From an optimization exercise on the open Yosys and OpenROAD flow, aimed at small area; shortcuts taken in it are not production practice.
Only the layout flow was run in this run; the RTL was not checked for function there.
Power is estimated from default activity; no workload was simulated.

### flow/run.sh
#!/bin/bash
# synth_recipe.tcl (not shown) runs the flow's synth.tcl, then flattens the netlist and writes it again
# the make line also repeats each setting of config.mk as NAME=value (left out here)
make -C /OpenROAD-flow-scripts/flow DESIGN_CONFIG=/design/flow/config.mk WORK_HOME=/design/flow/orfs CLKGATE_MAP_FILE= SYNTH_SCRIPT=/design/flow/synth_recipe.tcl finish
### flow/config.mk
export PLATFORM = sky130hd
export DESIGN_NAME = battleship
export DESIGN_NICKNAME = battleship
export VERILOG_FILES = /design/flow/design.v
export SDC_FILE = /design/flow/constraint.sdc
export NUM_CORES = 4
export LEC_CHECK = 0
export CAP_MARGIN = 20
export CORE_MARGIN = 2
export CORE_UTILIZATION = 40
export SLEW_MARGIN = 20
### flow/constraint.sdc
create_clock -name core_clock -period 10.0 [get_ports {clk}]
set_input_delay 2.0000 -clock core_clock [delete_from_list [all_inputs] [get_ports {clk}]]
set_output_delay 2.0000 -clock core_clock [all_outputs]
set_load 0.01 [all_outputs]
### flow/design.v
module battleship (
    input            clk  ,
    input            rst  ,
    input            start,
    input      [1:0] X    ,
    input      [1:0] Y    ,
    input            pAb  ,
    input            pBb  ,
    output reg [7:0] disp0,
    output reg [7:0] disp1,
    output reg [7:0] disp2,
    output reg [7:0] disp3,
    output reg [7:0] led
  );
  parameter IDLE       = 4'b0000;
  parameter SHOW_A     = 4'b0001;
  parameter A_IN       = 4'b0010;
  parameter ERROR_A    = 4'b0011;
  parameter SHOW_B     = 4'b0100;
  parameter B_IN       = 4'b0101;
  parameter ERROR_B    = 4'b0110;
  parameter SHOW_SCORE = 4'b0111;
  parameter A_SHOOT    = 4'b1000;
  parameter A_SINK     = 4'b1001;
  parameter A_WIN      = 4'b1010;
  parameter B_SHOOT    = 4'b1011;
  parameter B_SINK     = 4'b1100;
  parameter B_WIN      = 4'b1101;
  parameter NEW  = 4'b1110;
  reg [3:0] state;
  reg [5:0] counter;
  reg [5:0] counter_error;
  reg [2:0] WinA;
  reg [2:0] WinB;
  reg check;
  reg [2:0] input_counter;
  reg [15:0] A_MAP;
  reg [15:0] B_MAP;
  reg [1:0] roundCount;
  reg [1:0] scoreA;
  reg [1:0] scoreB;
  reg       nextStarter;
  always @(posedge clk or posedge rst)
    begin
      if (rst)
      begin
        state <= IDLE;
        counter <= 0;
        counter_error <= 0;
        WinA <= 0;
        WinB <= 0;
        input_counter <= 0;
        A_MAP <= 16'b0000000000000000;
        B_MAP <= 16'b0000000000000000;
        check <= 0;
        roundCount <= 0;
        scoreA <= 0;
        scoreB <= 0;
        nextStarter <= 0;
      end
      else
      begin
        case (state)
          IDLE:
            begin
              if (start) begin
                state <= SHOW_A;
              end
            end
          SHOW_A:
            begin
              counter <= counter + 1;
              if (counter == 49)
              begin
                counter <= 0;
                state <= A_IN;
              end
            end
          ERROR_A:
            begin
              counter_error <= counter_error + 1;
              if (counter_error == 49)
              begin
                counter_error <= 0;
                state <= A_IN;
              end
            end
          A_IN:
            begin
              if (pAb)
              begin
                if (A_MAP[X*4+Y])
                  state <= ERROR_A;
                else
                begin
                  if (input_counter == 3)
                  begin
                    A_MAP[X*4+Y] <= 1;
                    input_counter <= 0;
                    if (nextStarter == 0)
                      state <= SHOW_B;
                    else
                      state <= SHOW_SCORE;
                  end
                  else
                  begin
                    input_counter <= input_counter + 1;
                    A_MAP[X*4+Y] <= 1;
                  end
                end
              end
            end
          B_IN:
            begin
              if (pBb)
              begin
                if (B_MAP[X*4+Y])
                  state <= ERROR_B;
                else
                begin
                  if (input_counter == 3)
                  begin
                    B_MAP[X*4+Y] <= 1;
                    input_counter <= 0;
                    if(nextStarter == 0)
                      state <= SHOW_SCORE;
                    else
                      state <= SHOW_A;
                  end
                  else
                  begin
                    input_counter <= input_counter + 1;
                    B_MAP[X*4+Y] <= 1;
                  end
                end
              end
            end
          SHOW_B:
            begin
              counter <= counter + 1;
              if (counter == 49)
              begin
                counter <= 0;
                state <= B_IN;
              end
            end
          ERROR_B:
            begin
              counter_error <= counter_error + 1;
              if (counter_error == 49)
              begin
                counter_error <= 0;
                state <= B_IN;
              end
            end
          SHOW_SCORE:
            begin
              counter <= counter + 1;
              if (counter == 49)
              begin
                counter <= 0;
                if(nextStarter == 0)
                begin
                  state <= A_SHOOT;
                end
                else
                begin
                  state <= B_SHOOT;
                end
              end
            end
          A_SHOOT:
            begin
              if (pAb)
              begin
                if (B_MAP[X*4+Y])
                begin
                  WinA <= WinA + 1;
                  B_MAP[X*4+Y] <= 0;
                  check <= 1;
                end
                else
                begin
                  check <= 0;
                  WinA <= WinA;
                end
                state <= A_SINK;  
              end
              else
              begin
                check <= 0;
                WinA <= WinA;
                state <= A_SHOOT;
              end
            end
          A_SINK:
            begin
              counter <= counter + 1;
              if (counter == 49)
              begin
                counter <= 0;
                if(WinA > 3) begin
                  scoreA <= scoreA + 1;
                  nextStarter <= 0;
                  if(scoreA == 1) begin
                    state <= A_WIN;
                  end
                  else begin
                    state <= NEW;
                  end
                end
                else begin
                  state <= B_SHOOT;
                end
              end
            end
          A_WIN:
            begin
              counter <= counter + 1;
            end
          NEW:
            begin
              counter <= counter + 1;
              A_MAP <= 16'b0000000000000000;
              B_MAP <= 16'b0000000000000000;
              WinA <= 0;
              WinB <= 0;
              check <= 0;
              input_counter <= 0;
              if (counter == 0) begin
                roundCount <= roundCount + 1;
              end
              if (counter == 49)
              begin
                counter <= 0;
                if(roundCount < 3) begin
                  if(nextStarter == 0)
                    state <= A_IN;
                  else
                    state <= B_IN;
                end
                else begin
                  state <= IDLE;
                end
              end
            end
          B_SHOOT:
            begin
              if (pBb)
              begin
                if (A_MAP[X*4+Y])
                begin
                  WinB <= WinB + 1;
                  A_MAP[X*4+Y] <= 0;
                  check <= 1;
                end
                else
                begin
                  check <= 0;
                  WinB <= WinB;
                end
                state <= B_SINK;  
              end
              else
              begin
                check <= 0;
                WinB <= WinB;
                state <= B_SHOOT;
              end
            end
          B_SINK:
          begin
            counter <= counter + 1;
            if (counter == 49)
            begin
              counter <= 0;
              if(WinB > 3) begin
                scoreB <= scoreB + 1;
                nextStarter <= 1;
                if(scoreB == 1) begin
                  state <= B_WIN;
                end
                else begin
                  state <= NEW;
                end
              end
              else begin
                state <= A_SHOOT;
              end
            end
          end
          B_WIN:
            begin
              counter <= counter + 1;
            end
          default:
            begin
              state <= IDLE;
            end
        endcase
      end
    end
  always @(*)
    begin
      case (state)
        IDLE:
          begin
            disp0 = 8'b01111001;  
            disp1 = 8'b00111000;  
            disp2 = 8'b01011110;  
            disp3 = 8'b00000110;  
            led   = 8'b10011001;
          end
        SHOW_A:
          begin
            disp0 = 8'b00000000;
            disp1 = 8'b00000000;
            disp2 = 8'b00000000;
            disp3 = 8'b01110111;  
            led   = 8'b10000000;
          end
        A_IN:
          begin
            disp3 = 8'b00000000;
            disp2 = 8'b00000000;
            led   = 8'b10000000;
            case (Y)
              2'b00: disp0 = 8'b00111111;
              2'b01: disp0 = 8'b00000110;
              2'b10: disp0 = 8'b01011011;
              2'b11: disp0 = 8'b01001111;
              default: disp0 = 8'b00000000;
            endcase
            case (X)
              2'b00: disp1 = 8'b00111111;
              2'b01: disp1 = 8'b00000110;
              2'b10: disp1 = 8'b01011011;
              2'b11: disp1 = 8'b01001111;
              default: disp1 = 8'b00000000;
            endcase
            case(input_counter)
              2'b00: led[5:4] = 2'b00;
              2'b01: led[5:4] = 2'b01;
              2'b10: led[5:4] = 2'b10;
              2'b11: led[5:4] = 2'b11;
              default: led[5:4] = 2'b00;
            endcase
          end
        ERROR_A:
          begin
            disp0 = 8'b00111111;  
            disp1 = 8'b01110111;  
            disp2 = 8'b01110111;  
            disp3 = 8'b01111001;  
            led   = 8'b10011001;
          end
        SHOW_B:
          begin
            disp0 = 8'b00000000;
            disp1 = 8'b00000000;
            disp2 = 8'b00000000;
            disp3 = 8'b01111100;  
            led   = 8'b00000001;
          end
        B_IN:
          begin
            disp3 = 8'b00000000;
            disp2 = 8'b00000000;
            led   = 8'b00000001;
            case (Y)
              2'b00: disp0 = 8'b00111111;
              2'b01: disp0 = 8'b00000110;
              2'b10: disp0 = 8'b01011011;
              2'b11: disp0 = 8'b01001111;
              default: disp0 = 8'b00000000;
            endcase
            case (X)
              2'b00: disp1 = 8'b00111111;
              2'b01: disp1 = 8'b00000110;
              2'b10: disp1 = 8'b01011011;
              2'b11: disp1 = 8'b01001111;
              default : disp1 = 8'b00000000;
            endcase
            case(input_counter)
              2'b00: led[3:2] = 2'b00;
              2'b01: led[3:2] = 2'b01;
              2'b10: led[3:2] = 2'b10;
              2'b11: led[3:2] = 2'b11;
              default: led[5:4] = 2'b00;
            endcase
          end
        ERROR_B:
          begin
            disp0 = 8'b00111111;  
            disp1 = 8'b01110111;  
            disp2 = 8'b01110111;  
            disp3 = 8'b01111001;  
            led   = 8'b10011001;
          end
        SHOW_SCORE:
          begin
            disp0 = 8'b00111111;  
            disp1 = 8'b01000000;  
            disp2 = 8'b00111111;  
            disp3 = 8'b00000000;
            led   = 8'b10011001;
          end
        A_SHOOT:
          begin
            disp2 = 8'b00000000;
            disp3 = 8'b00000000;
            led   = 8'b10000000;
            case (Y)
              2'b00: disp0 = 8'b00111111;
              2'b01: disp0 = 8'b00000110;
              2'b10: disp0 = 8'b01011011;
              2'b11: disp0 = 8'b01001111;
            default: disp0 = 8'b00000000;
            endcase
            case (X)
              2'b00: disp1 = 8'b00111111;
              2'b01: disp1 = 8'b00000110;
              2'b10: disp1 = 8'b01011011;
              2'b11: disp1 = 8'b01001111;
              default: disp1 = 8'b00000000;
            endcase
            case(WinA)
              2'b00: led[5:4] = 2'b00;
              2'b01: led[5:4] = 2'b01;
              2'b10: led[5:4] = 2'b10;
              2'b11: led[5:4] = 2'b11;
              default:  led[5:4] = 2'b00;
            endcase
            case(WinB)
              2'b00: led[3:2] = 2'b00;
              2'b01: led[3:2] = 2'b01;
              2'b10: led[3:2] = 2'b10;
              2'b11: led[3:2] = 2'b11;
              default:  led[3:2] = 2'b00;
            endcase
          end
        A_SINK:
          begin
            disp1 = 8'b01000000;
            disp3 = 8'b00000000;
            case(WinB)
              2'b00: disp0 = 8'b00111111;
              2'b01: disp0 = 8'b00000110;
              2'b10: disp0 = 8'b01011011;
              2'b11: disp0 = 8'b01001111;
              default: disp0 = 8'b00000000;
            endcase
            case(WinA)
              2'b00: disp2 = 8'b00111111;
              2'b01: disp2 = 8'b00000110;
              2'b10: disp2 = 8'b01011011;
              2'b11: disp2 = 8'b01001111;
              default: disp2 = 8'b00000000;
            endcase
            case(check)
              1'b0: led = 8'b00000000;
              1'b1: led = 8'b11111111;
              default: led = 8'b00000000;
            endcase
          end
        A_WIN:
          begin
            disp3 = 8'b01110111;  
            disp1 = 8'b01000000;  
            case(counter % 4)
              2'b00: led = 8'b10000001;
              2'b01: led = 8'b01000010;
              2'b10: led = 8'b00100100;
              2'b11: led = 8'b00011000;
              default: led = 8'b00000000;
            endcase
            case(WinB)
              2'b00: disp0 = 8'b00111111;
              2'b01: disp0 = 8'b00000110;
              2'b10: disp0 = 8'b01011011;
              2'b11: disp0 = 8'b01001111;
              default: disp0 = 8'b00000000;
            endcase
            disp2 = 8'b01100110;
          end
        B_SHOOT:
          begin
            disp2 = 8'b00000000;
            disp3 = 8'b00000000;
            led   = 8'b00000001;
            case (Y)
              2'b00: disp0 = 8'b00111111;
              2'b01: disp0 = 8'b00000110;
              2'b10: disp0 = 8'b01011011;
              2'b11: disp0 = 8'b01001111;
              default: disp0 = 8'b00000000;
            endcase
            case (X)
              2'b00: disp1 = 8'b00111111;
              2'b01: disp1 = 8'b00000110;
              2'b10: disp1 = 8'b01011011;
              2'b11: disp1 = 8'b01001111;
              default: disp1 = 8'b00000000;
            endcase
            case(WinA)
              2'b00: led[5:4] = 2'b00;
              2'b01: led[5:4] = 2'b01;
              2'b10: led[5:4] = 2'b10;
              2'b11: led[5:4] = 2'b11;
              default: led[5:4] = 2'b00;
            endcase
            case(WinB)
              2'b00: led[3:2] = 2'b00;
              2'b01: led[3:2] = 2'b01;
              2'b10: led[3:2] = 2'b10;
              2'b11: led[3:2] = 2'b11;
              default: led[3:2] = 2'b00;
            endcase
          end
        B_SINK:
          begin
            disp1 = 8'b01000000;
            disp3 = 8'b00000000;
            case(WinB)
              2'b00: disp0 = 8'b00111111;
              2'b01: disp0 = 8'b00000110;
              2'b10: disp0 = 8'b01011011;
              2'b11: disp0 = 8'b01001111;
              default: disp0 = 8'b00000000;
            endcase
            case(WinA)
              2'b00: disp2 = 8'b00111111;
              2'b01: disp2 = 8'b00000110;
              2'b10: disp2 = 8'b01011011;
              2'b11: disp2 = 8'b01001111;
              default: disp2 = 8'b00000000;
            endcase
            case(check)
              1'b0: led = 8'b00000000;
              1'b1: led = 8'b11111111;
              default: led = 8'b00000000;
            endcase
          end
        B_WIN:
          begin
            disp3 = 8'b01111100;  
            disp1 = 8'b01000000;  
            case(counter % 4)
              2'b00: led = 8'b10000001;
              2'b01: led = 8'b01000010;
              2'b10: led = 8'b00100100;
              2'b11: led = 8'b00011000;
              default: led = 8'b00000000;
            endcase
            disp0 = 8'b01100110;
            case(WinA)
              2'b00: disp2 = 8'b00111111;
              2'b01: disp2 = 8'b00000110;
              2'b10: disp2 = 8'b01011011;
              2'b11: disp2 = 8'b01001111;
              default: disp2 = 8'b00000000;
            endcase
          end
        NEW:
          begin
            disp1 = 8'b01000000;
            disp3 = 8'b00000000;
            case(scoreB)
              2'b00: disp0 = 8'b00111111;
              2'b01: disp0 = 8'b00000110;
              2'b10: disp0 = 8'b01011011;
              2'b11: disp0 = 8'b01001111;
            endcase
            case(scoreA)
              2'b00: disp2 = 8'b00111111;
              2'b01: disp2 = 8'b00000110;
              2'b10: disp2 = 8'b01011011;
              2'b11: disp2 = 8'b01001111;
            endcase
            led = 8'b10011001;
          end
        default :
          begin
            disp0 = 8'b00000000;
            disp1 = 8'b00000000;
            disp2 = 8'b00000000;
            disp3 = 8'b00000000;
            led   = 8'b00000000;
          end
        endcase
    end
endmodule
==> impl_metrics.toml <==
[clock_tree]
post_cts_resized = 0
cts_buffers = 9
clkTransAtPathRegs_ns = 0.05
cts_setup_buffers = 0
insertion_delay_ns = 0.34
cts-hold-fix-buffers = 0
cts_buffer_depth = 2
cts_sinks = 65
cts_max_level = 3
cts_tree = "built"
cts-root-buf = "clkbuf_16"

[synthesis]
yosys-top-cells-count = "o21ai_0, dfrtp_1, nor2_1"
ys_types = 72
yosysMostFrequentCell = "o21ai_0"
synth-main-ff-cell = "dfrtp_1"
synth_top_area_cell = "dfrtp_1"
synthCells = 693
synth_area_per_cell_um2 = 8.04
yosysSeqAreaShare_pct = 29.2
synth-seq-cells = 65
async_reset_ff_share_pct = 100
synth_edf_count = 0
syn_area_um2 = 5570
yosysTopAreaCellShare_pct = 29.2
synth_area_leaders = "dfrtp_1, ha_1, o21ai_0, nor2_1, nand2_1"
yosysWarnings = 1

[final_layout]
area_growth_pct = 13.2
num_antenna_cells = 0
final_core_util_pct = 46.0
drive_above_1_share_pct = 6.64
nets = 756

[sta]
rsz0062_at_grt = "no"
fin_crit_ns = 6.80
skew_ns = 0.0119
fmax_mhz = 147
maxSlewViolCount = 0
slew_headroom_pct = 32.4
tns_ns = 0
post-route-period-util_pct = 68.0
timing.final.hold_violations = 0
setup_viol = 0
tightest_slew_ns = 1.01

[detailed_routing]
firstDrtPassIters = 5
vias_per_cell = 6.14
routedWlPerCell_um = 19.4
totalWireLength_um = 17200
via_count = 5449
drc = 0
drtAntennaViolNets = 0
drt_iter0_drc = 612

[outcome]
status = "no timing/DRC/antenna violations"

[grt]
grt-ovfl-total = 0
grt_pass1_vias = 5276
grt_max_degree = 71
grt_pass1_wl_um = 28200
antenna_found_initial = 0
grt.total_usage_pct = 24.3

[placed_design]
gp_congestion = 0.910
dp_hpwl_um = 12200
io_buffers = 44

[floorplanning]
start_util_pct = 40.6
fp-row-count = 43
die_h_um = 122
die_area_um2 = 14900
coreArea_um2 = 13700
num_io_pins = 49
die_x_um = 122

[critical_path]
crit_required_ns = 8.00
critical_path_class = "in -> out"
critPathMaxFanout = 15
end_kind = "output port"
cp.arrival_ns = 4.80
worstSetupStartpointType = "primary input"

[hold_path]
min_path_type = "reg -> reg"

[pwr]
power_mw = 0.621
peakVddDrop_mv = 0.0673
powerDensity_nw_per_um2 = 98.3
p_leak_nw = 2.65

[flow_run]
drv_cap = 0
==> final cells by class <==
class                   count  area [µm²]
fillers                  1366        7410
flip-flops and latches     65        1630
multi-input cells         541        3560
repair buffers             54         515
well taps                 180         225
clock inverters             4        22.5
inverters                  34         128
clock buffers              10         229
==> worst paths after layout <==
check                      slack, ns                   endpoint                      start  cells after the start
max                             3.20                   disp0[5]                       Y[1]                      8
max reg2reg                     6.49      B_MAP[11]$_DFFE_PP0P_       state[2]$_DFFE_PP0P_                      7
max in group asynchronous       7.13       state[1]$_DFFE_PP0P_                        rst                      3
min                             0.48  roundCount[0]$_DFFE_PP0P_  roundCount[0]$_DFFE_PP0P_                      1
min reg2reg                     0.48  roundCount[0]$_DFFE_PP0P_  roundCount[0]$_DFFE_PP0P_                      1
min in group asynchronous       2.23       A_MAP[4]$_DFFE_PP0P_                        rst                      3
==> routing by layer <==
metal / part of all wire (%) / vias to the layer above / global-route usage (%)
li1: - / 2561 / -
met1: 45 / 2659 / 32.0
met2: 47 / 191 / 39.2
met3: 5.1 / 38 / 4.59
met4: 3.0 / 0 / 10.1
met5: 0 / - / 0
==> flip-flops by register name (all words and copies together) (netlist names) <==
| register | flops |
|---|---|
| A_MAP | 16 |
| B_MAP | 16 |
| WinA | 3 |
| WinB | 3 |
| check | 1 |
| counter | 6 |
| counter_error | 6 |
| input_counter | 3 |
| nextStarter | 1 |
| roundCount | 2 |
| scoreA | 2 |
| scoreB | 2 |
| state | 4 |
==> cell usage in the layout (no fill, tap or decap), types with 5 or more instances in the layout <==
cell,netlist,routed
nand3_1,17,17
nor3_1,18,18
o211ai_1,19,19
ha_1,42,42
xnor2_1,5,5
a22oi_1,7,7
buf_4,7,10
nand2_1,61,61
o221ai_1,7,7
a211oi_1,7,7
clkbuf_16,0,9
dfrtp_1,65,64
and3_1,5,5
nor2b_1,12,12
a21oi_1,37,36
nand4_1,5,5
a21boi_0,8,8
a31oi_1,5,5
o32ai_1,6,6
clkdlybuf4s50_1,0,44
inv_1,33,32
mux2i_1,15,15
o311ai_0,17,17
mux2_2,8,8
o21ai_0,73,73
xor2_1,6,6
o22ai_1,11,11
nor2_1,62,62
or2_2,6,6
==> metrics by stage <==
step	instances	hold WS, ns	instance area (µm²)	setup WS (ns)
6_report	888	0.478	6310	3.20
5_1_grt	888	0.521	6310	3.08
3_3_place_gp	874	0.463	6060	3.33
3_5_place_dp	874	0.470	6060	3.25
2_1_floorplan	696	0.448	5590	4.64
4_1_cts	888	0.483	6310	3.25
==> power by group <==
group	leakage (nW)	total, mW	switching [mW]	internal (mW)
sequential	0.865	0.268	0.00260	0.265
combinational	1.66	0.0731	0.0456	0.0275
clock	0.124	0.280	0.116	0.163
total	2.65	0.621	0.165	0.456
==> critical path, stage by stage <==
cell	delay, ns
clkdlybuf4s50_1	0.80
inv_1	0.23
ha_1	0.29
o21ai_0	0.16
o21ai_0	0.11
a221oi_1	0.48
o21ai_0	0.21
clkdlybuf4s50_1	0.52
==> cell families after synthesis <==
group | count (synthesis) | share of synthesized area, %
AND/OR/NAND/NOR | 216 | 18.6
other | 1 | 0.0673
buffers and inverters | 90 | 7.14
XOR/XNOR | 11 | 1.73
adder cells (fa/ha/maj) | 42 | 9.43
AO/OA/AOI/OAI | 242 | 28.7
multiplexers | 26 | 5.12
flip-flops | 65 | 29.2

==> re-timing with driven ports <==
The results above use ideal ports. As a check the final layout listed here was re-extracted and re-timed, cells and wires unchanged. Step 1, drivers: a clkbuf_16 drives clk and a buf_2 each remaining input, both assumed. Step 2 also shifts input and output timing later by t, the mid clock arrival at the registers, as if the neighbouring blocks saw the same clock. Three values: ideal, step 1, step 2; two values: the first two.
t (ns): 0.379
setup slack, ns: 3.199 / 3.153 / 3.153
hold slack, ns: 0.478 / 0.478 / 0.478
slew at the worst register clock pin (ns): 0.06 / 0.06
cell pins on the clock port's net: 1
After both steps setup and hold are still met in this run. The setup slack of this run moves by -0.046 ns with the drivers and by -0.046 ns with both steps.
